Source: an optimization exercise on an open RTL-to-GDS flow (aim: small area and a short achievable clock period). Production flows keep margins and buffers that such runs may drop. At most, simulation tests tie the RTL to the original design; equivalence was not proved. Power figures rest on the tool's default switching activity, not on a simulated workload.

==> inputs of job 3331 <==
Design Kernel, start of the top module:
module Kernel(
    input  [7:0]  pixel_in,
    input         clk,
    input         rst_n,
    input         rst_clk,
    output [31:0] z_out,
    output        slow_clk_out
);
export LEC_CHECK = 0
export CAP_MARGIN = 20
export CORE_MARGIN = 2
export CORE_UTILIZATION = 40
export SETUP_SLACK_MARGIN = 1.5
export SLEW_MARGIN = 20
create_clock -name core_clock -period 3.0 [get_ports {clk}]
standard.sh (not shown) runs the stock make flow with config.mk's settings and CLKGATE_MAP_FILE= SYNTH_SCRIPT=/design/flow/synth_recipe.tcl, a recipe that flattens the netlist after the stock synthesis.
==> flow/flow/run.sh <==
#!/bin/bash
set -euo pipefail
bash standard.sh \
  "CTS_ARGS=-sink_clustering_enable -repair_clock_nets -dont_use_dummy_load -buf_list sky130_fd_sc_hd__clkbuf_8" \
  "BUFFER_PORTS_ARGS=-buffer_cell sky130_fd_sc_hd__buf_2" \
  finish > flow.log 2>&1
==> inputs of job 2226, as changes to job 3331 <==
==> flow/flow/run.sh (replaced) <==
#!/bin/bash
set -euo pipefail
bash standard.sh \
  "CTS_ARGS=-sink_clustering_enable -repair_clock_nets -dont_use_dummy_load -buf_list sky130_fd_sc_hd__clkbuf_8" \
  "BUFFER_PORTS_ARGS=-buffer_cell sky130_fd_sc_hd__buf_2" \
  SKIP_REPAIR_TIE_FANOUT=1 \
  finish > flow.log 2>&1
==> summary.txt <==
Outcome:
- The flow ran to the end and the layout has no timing, DRC or antenna violations.

Critical path:
- Data on the critical path arrives at its endpoint at approximately 1000 ps.

STA:
- The ratio of final minimum period to clock period is 53.9%.
- The worst clock skew is 13.9 ps.
- For the pin with the worst max-slew slack, the measured transition is 505 ps.

Pwr:
- The proportion of power drawn by combinational gates is 0.6%.
- The clock network power share is 37.8%.

GRT:
- The overall fraction of global-route tracks in use is 9.64%.

Layout:
- At the end of the flow, the number of nets in the layout was ~470.
(the above is from job 3331)
==> summary.txt <==
STA:
- At the pin with the least slew margin, the transition time is around 500 ps.
- The worst path uses 53.7% of the clock period.
- The worst clock skew is 18.3 ps.

GRT:
- The overall fraction of global-route tracks in use is 9.91%.

Pwr:
- The proportion of power drawn by combinational gates is 0.5%.

Layout:
- The post-layout net count is 446.

Outcome:
- The flow ran to the end and the layout has no timing, DRC or antenna violations.
(the above is from job 2226)
No run of this note included a check of the RTL's function; only the layout flow was run.

==> job 3050: inputs <==
==> flow/design.v <==
module fa(input a, input b, input c, output s, output co);
    assign s  = a ^ b ^ c;
    assign co = (a & b) | (c & (a ^ b));
endmodule
module Kernel(
    input  [7:0]  pixel_in,
    input         clk,
    input         rst_n,
    input         rst_clk,
    output [31:0] z_out,
    output        slow_clk_out
);
    reg [2:0] j;
    always @(posedge clk or negedge rst_clk) begin
        if (!rst_clk) j <= 3'b000;
        else          j <= {j[1], j[0], ~j[2]};
    end
    assign slow_clk_out = j[2];
    reg slot;                        
    always @(posedge clk) slot <= j[0] & ~j[1];
    reg rst_seen, rst_prev;
    wire seen_nx = ~rst_n | (rst_seen & ~slot);
    wire kill_nx = ~rst_n | rst_seen | (rst_prev & ~slot);    
    always @(posedge clk) begin
        rst_seen <= seen_nx;
        if (slot) rst_prev <= rst_seen | ~rst_n;
    end
    reg [7:0] px;
    reg       px_lo;   
    always @(posedge clk) begin
        px[7:2] <= slot ? pixel_in[7:2] : {2'b00, px[7:4]};
        px[1:0] <= (slot ? pixel_in[1:0] : px[3:2]) & {2{~seen_nx}};
        px_lo   <= px[1] & ~slot & ~seen_nx;
    end
    wire [1:0] x1 = {px[1], px[0]};    
    wire [1:0] x2 = {px[0], px_lo};    
    wire [1:0] out [1:15];
    assign out[15] = x2;
    genvar k;
    generate
        for (k = 14; k >= 1; k = k - 1) begin : tap
            reg  [11:0] dl;
            always @(posedge clk) begin
                dl[9:0]   <= {dl[7:0], out[k+1]};
                dl[11:10] <= dl[9:8] & {2{~kill_nx}};
            end
            wire [1:0] din = dl[11:10];
            wire co;
            if (k == 1 || k == 3 || k == 8 || k == 13) begin : w2
                reg cy;
                wire c0;
                fa f0 (.a(din[0]), .b(x2[0]), .c(cy), .s(out[k][0]), .co(c0));
                fa f1 (.a(din[1]), .b(x2[1]), .c(c0), .s(out[k][1]), .co(co));
                always @(posedge clk) cy <= co;
            end else if (k == 2 || k == 7 || k == 9 || k == 14) begin : w1
                reg cy;
                wire c0;
                fa f0 (.a(din[0]), .b(x1[0]), .c(cy), .s(out[k][0]), .co(c0));
                fa f1 (.a(din[1]), .b(x1[1]), .c(c0), .s(out[k][1]), .co(co));
                always @(posedge clk) cy <= co;
            end else begin : w0
                assign out[k] = din;
            end
        end
    endgenerate
    reg [9:0]  zs;      
    reg [11:0] zr;
    always @(posedge clk) begin
        zs <= {out[1], zs[9:2]};
        if (!rst_n)    zr <= 12'd0;
        else if (slot) zr <= rst_seen ? 12'd0 : {out[1], zs};
    end
    assign z_out = {20'd0, zr};
endmodule
==> flow/run.sh <==
#!/bin/bash
# synth_recipe.tcl (not shown) runs the flow's synth.tcl, then flattens the netlist and writes it again
# the make line also repeats each setting of config.mk as NAME=value (left out here)
make -C /OpenROAD-flow-scripts/flow DESIGN_CONFIG=/design/flow/config.mk WORK_HOME=/design/flow/orfs CLKGATE_MAP_FILE= SYNTH_SCRIPT=/design/flow/synth_recipe.tcl finish
==> flow/config.mk <==
export PLATFORM = sky130hd
export DESIGN_NAME = Kernel
export DESIGN_NICKNAME = Kernel
export VERILOG_FILES = /design/flow/design.v
export SDC_FILE = /design/flow/constraint.sdc
export NUM_CORES = 4
export LEC_CHECK = 0
export CAP_MARGIN = 20
export CORE_MARGIN = 2
export CORE_UTILIZATION = 40
export SLEW_MARGIN = 20
==> flow/constraint.sdc <==
create_clock -name core_clock -period 3.0 [get_ports {clk}]
set_input_delay 0.6000 -clock core_clock [delete_from_list [all_inputs] [get_ports {clk}]]
set_output_delay 0.6000 -clock core_clock [all_outputs]
set_load 0.01 [all_outputs]
==> inputs of job 8922, as changes to job 3050 <==
==> flow/design.v (replaced) <==
module fa(input a, input b, input c, output s, output co);
    assign s  = a ^ b ^ c;
    assign co = (a & b) | (c & (a ^ b));
endmodule
module add2(input [1:0] a, input [1:0] b, input ci, output [1:0] s, output co);
    wire c0;
    fa f0 (.a(a[0]), .b(b[0]), .c(ci), .s(s[0]), .co(c0));
    fa f1 (.a(a[1]), .b(b[1]), .c(c0), .s(s[1]), .co(co));
endmodule
module Kernel(
    input  [7:0]  pixel_in,
    input         clk,
    input         rst_n,
    input         rst_clk,
    output [31:0] z_out,
    output        slow_clk_out
);
    reg [2:0] j;
    always @(posedge clk or negedge rst_clk) begin
        if (!rst_clk) j <= 3'b000;
        else          j <= {j[1], j[0], ~j[2]};
    end
    assign slow_clk_out = j[2];
    wire c5_nx = j[0] & ~j[1];       
    reg  slot;                       
    always @(posedge clk) slot <= c5_nx;
    wire c3 = ~j[2] & ~j[0];         
    reg rst_seen, rst_prev;
    wire seen_nx = ~rst_n | (rst_seen & ~slot);
    wire prev_nx = slot ? (rst_seen | ~rst_n) : rst_prev;
    wire kill_nx = seen_nx | (prev_nx & ~c5_nx);
    always @(posedge clk) begin
        rst_seen <= seen_nx;
        rst_prev <= prev_nx;
    end
    reg [3:0] n;                     
    always @(posedge clk) begin
        if (!rst_n)                  n <= 4'd0;
        else if (slot && n != 4'd13) n <= n + 4'd1;
    end
    reg v_lane, v_reg, w_lane, w_reg;
    always @(posedge clk) begin
        v_lane <= rst_n & ~j[2] & (n >= 4'd6);
        v_reg  <= rst_n & j[2] & j[0] & (n >= 4'd7);
        w_lane <= rst_n & ~j[2] & (n >= 4'd12);
        w_reg  <= rst_n & j[2] & j[0] & (n >= 4'd13);
    end
    reg [3:0] ev;
    reg [6:0] od;
    reg       x_lo;                  
    always @(posedge clk) begin
        if (slot) begin
            ev[3:1] <= {pixel_in[6], pixel_in[4], pixel_in[2]};
            od[6:4] <= {pixel_in[7], pixel_in[5], pixel_in[3]};
            od[2:0] <= 3'b000;
        end else begin
            ev[3:1] <= {1'b0, ev[3:2]};
            od[6:4] <= {1'b0, od[6:5]};
            od[2:0] <= od[3:1];
        end
        ev[0] <= (slot ? pixel_in[0] : ev[1]) & ~seen_nx;
        od[3] <= (slot ? pixel_in[1] : od[4]) & ~seen_nx;
        x_lo  <= od[3] & ~slot & ~seen_nx;
    end
    wire [1:0] x1 = {od[3], ev[0]};      
    wire [1:0] x2 = {ev[0], x_lo};       
    reg [70:1] lane;
    always @(posedge clk) lane <= {lane[69:1], j[2] ? ev[0] : od[0]};
    reg [1:0] hb [1:12];                 
    integer k;
    always @(posedge clk) begin
        if (c3) begin
            hb[1] <= x1;
            for (k = 2; k <= 12; k = k + 1) hb[k] <= hb[k-1];
        end
    end
    wire [1:0] v = ({2{v_lane}} & {lane[31], lane[34]}) | ({2{v_reg}} & hb[6]);    
    wire [1:0] w = ({2{w_lane}} & {lane[67], lane[70]}) | ({2{w_reg}} & hb[12]);   
    reg v_lo, w_lo;
    wire [1:0] v2 = {v[0], v_lo};
    wire [1:0] w2 = {w[0], w_lo};
    wire [1:0] r, s, q, s1, c1, t2in, z;
    wire       r_co, s_co, q_co, s1_co, c1_co, t2_co, z_co;
    reg        r_cy, s_cy, q_cy, s1_cy, c1_cy, t2_cy, z_cy;
    reg  [1:0] r_q, r_qq, s_q, q_q, s1_q;
    reg  [9:0] t3, t2;               
    add2 a_r  (.a(v),    .b(w2),   .ci(r_cy),  .s(r),    .co(r_co));
    add2 a_s  (.a(v2),   .b(w),    .ci(s_cy),  .s(s),    .co(s_co));
    add2 a_q  (.a(r_q),  .b(t2[9:8]), .ci(q_cy),  .s(q),    .co(q_co));
    add2 a_s1 (.a(s_q),  .b(t3[9:8]), .ci(s1_cy), .s(s1),   .co(s1_co));
    add2 a_c1 (.a(x2),   .b(r_qq), .ci(c1_cy), .s(c1),   .co(c1_co));
    add2 a_t2 (.a(x1),   .b(s1_q), .ci(t2_cy), .s(t2in), .co(t2_co));
    add2 a_z  (.a(x2),   .b(q_q),  .ci(z_cy),  .s(z),    .co(z_co));
    always @(posedge clk) begin
        if (!rst_n) begin
            v_lo <= 1'b0;  w_lo <= 1'b0;
            r_cy <= 1'b0;  s_cy <= 1'b0;  q_cy <= 1'b0;  s1_cy <= 1'b0;
            r_q  <= 2'b00; r_qq <= 2'b00; s_q <= 2'b00; q_q <= 2'b00; s1_q <= 2'b00;
        end else begin
            v_lo <= v[1];  w_lo <= w[1];
            r_cy <= r_co;  s_cy <= s_co;  q_cy <= q_co;  s1_cy <= s1_co;
            r_q  <= r;     r_qq <= r_q;   s_q <= s;      q_q <= q;      s1_q <= s1;
        end
        c1_cy <= c1_co;  t2_cy <= t2_co;  z_cy <= z_co;
        t3[7:0] <= {t3[5:0], c1};
        t3[9:8] <= t3[7:6] & {2{~kill_nx}};
        t2[7:0] <= {t2[5:0], t2in};
        t2[9:8] <= t2[7:6] & {2{~kill_nx}};
    end
    reg [9:0]  zs;      
    reg [11:0] zr;
    always @(posedge clk) begin
        zs <= {z, zs[9:2]};
        if (!rst_n)    zr <= 12'd0;
        else if (slot) zr <= rst_seen ? 12'd0 : {z, zs};
    end
    assign z_out = {20'd0, zr};
endmodule
==> flow/flow/run.sh (new file) <==
#!/bin/bash
set -euo pipefail
bash standard.sh \
  "CTS_ARGS=-sink_clustering_enable -repair_clock_nets -dont_use_dummy_load -buf_list sky130_fd_sc_hd__clkbuf_8" \
  "BUFFER_PORTS_ARGS=-buffer_cell sky130_fd_sc_hd__buf_2" \
  SKIP_REPAIR_TIE_FANOUT=1 \
  finish > flow.log 2>&1
==> flow/standard.sh (new file) <==
#!/bin/bash
# synth_recipe.tcl (not shown) runs the flow's synth.tcl, then flattens the netlist and writes it again
# the make line also repeats each setting of config.mk as NAME=value (left out here)
make -C /OpenROAD-flow-scripts/flow DESIGN_CONFIG=/design/flow/config.mk WORK_HOME=/design/flow/orfs CLKGATE_MAP_FILE= SYNTH_SCRIPT=/design/flow/synth_recipe.tcl "${@:-finish}"
--- a/flow/config.mk
+++ b/flow/config.mk
@@ -8,4 +8,5 @@
 export CAP_MARGIN = 20
 export CORE_MARGIN = 2
 export CORE_UTILIZATION = 40
+export SETUP_SLACK_MARGIN = 1.4
 export SLEW_MARGIN = 20
removed: flow/run.sh
==> inputs of job 3348, as changes to job 3050 <==
--- a/flow/design.v
+++ b/flow/design.v
@@ -10,41 +10,44 @@
     output [31:0] z_out,
     output        slow_clk_out
 );
-    reg [2:0] j;
+    reg [1:0] cnt;
+    reg       s;
     always @(posedge clk or negedge rst_clk) begin
-        if (!rst_clk) j <= 3'b000;
-        else          j <= {j[1], j[0], ~j[2]};
+        if (!rst_clk) begin
+            cnt <= 2'd0;
+            s   <= 1'b0;
+        end else if (cnt == 2'd2) begin
+            cnt <= 2'd0;
+            s   <= ~s;
+        end else begin
+            cnt <= cnt + 2'd1;
+        end
     end
-    assign slow_clk_out = j[2];
-    reg slot;                        
-    always @(posedge clk) slot <= j[0] & ~j[1];
+    assign slow_clk_out = s;
+    wire slot = (cnt == 2'd2) & ~s;    
     reg rst_seen, rst_prev;
-    wire seen_nx = ~rst_n | (rst_seen & ~slot);
-    wire kill_nx = ~rst_n | rst_seen | (rst_prev & ~slot);    
     always @(posedge clk) begin
-        rst_seen <= seen_nx;
+        rst_seen <= ~rst_n | (rst_seen & ~slot);
         if (slot) rst_prev <= rst_seen | ~rst_n;
     end
+    wire kill = rst_seen | rst_prev;
     reg [7:0] px;
     reg       px_lo;   
     always @(posedge clk) begin
-        px[7:2] <= slot ? pixel_in[7:2] : {2'b00, px[7:4]};
-        px[1:0] <= (slot ? pixel_in[1:0] : px[3:2]) & {2{~seen_nx}};
-        px_lo   <= px[1] & ~slot & ~seen_nx;
+        if (slot) px <= pixel_in;
+        else      px <= {2'b00, px[7:2]};
+        px_lo <= px[1] & ~slot;
     end
-    wire [1:0] x1 = {px[1], px[0]};    
-    wire [1:0] x2 = {px[0], px_lo};    
+    wire [1:0] x1 = {px[1], px[0]} & {2{~rst_seen}};    
+    wire [1:0] x2 = {px[0], px_lo} & {2{~rst_seen}};    
     wire [1:0] out [1:15];
     assign out[15] = x2;
     genvar k;
     generate
         for (k = 14; k >= 1; k = k - 1) begin : tap
             reg  [11:0] dl;
-            always @(posedge clk) begin
-                dl[9:0]   <= {dl[7:0], out[k+1]};
-                dl[11:10] <= dl[9:8] & {2{~kill_nx}};
-            end
-            wire [1:0] din = dl[11:10];
+            always @(posedge clk) dl <= {dl[9:0], out[k+1]};
+            wire [1:0] din = dl[11:10] & {2{~kill}};
             wire co;
             if (k == 1 || k == 3 || k == 8 || k == 13) begin : w2
                 reg cy;
==> reports/summary.txt <==
Seq/total area = 0.687
Yosys warns = 2
Status = timing/DRC/antenna clean
Multi-input combinational cell count = 121
# rows = 41
Critical Path Fanout Max = 2
-- figures above: job 8922

==> reports/summary.txt <==
# rows = 43
Seq/total area = 0.637
Die width = 124 microns
Yosys warns = 1
# nets final = 455
Multi-input combinational cell count = 117
Register area = 4290 sq um
Status = timing/DRC/antenna clean
-- figures above: job 3050

==> reports/summary.txt <==
Status = timing/DRC/antenna clean
Synthesized area = 5480 sq um
Multi-input combinational cell count = 120
Post-route design area = 6510 sq um
Seq/total area = 0.656
Routed length on met2 = 2580 microns
Yosys warns = 1
# rows = 42
Critical Path Fanout Max = 28
-- figures above: job 3348

The RTL of job 3050 was laid out without a check of its function.

[port drivers added, routing unchanged]
The flow's constraints put no driver on any port. The routed layouts listed below were extracted and timed again, unchanged, in two steps. Step 1 assumes that a clkbuf_16 drives the clock port and a buf_2 every other input. Step 2 moves the port delays by t, midway between the first and last clock arrival at a register: inputs arrive t later, outputs are due t later. That takes back most of the time a late clock gives input paths. a / b / c = ideal / step 1 / step 2; a / b = the first two.
run	shift t [ns]	setup WS [ns]	worst hold slack (ns)	worst data-port slew with drivers (ns)
job 3331	0.530	1.382 / 1.349 / 1.358	0.306 / 0.294 / 0.311	0.03
job 2226	0.535	1.390 / 1.357 / 1.335	0.305 / 0.293 / 0.317	0.03
job 3050	0.512	1.023 / 0.985 / 1.067	0.304 / 0.292 / 0.314	0.03
job 8922	0.453	1.397 / 1.397 / 1.348	0.316 / 0.316 / 0.316	0.03
job 3348	0.512	0.794 / 0.794 / 0.794	0.304 / 0.291 / 0.321	0.03
After both steps every run listed still meets setup and hold. The setup slack of job 2226, which loses most, moves by -0.033 ns with the drivers and by -0.055 ns with both steps.
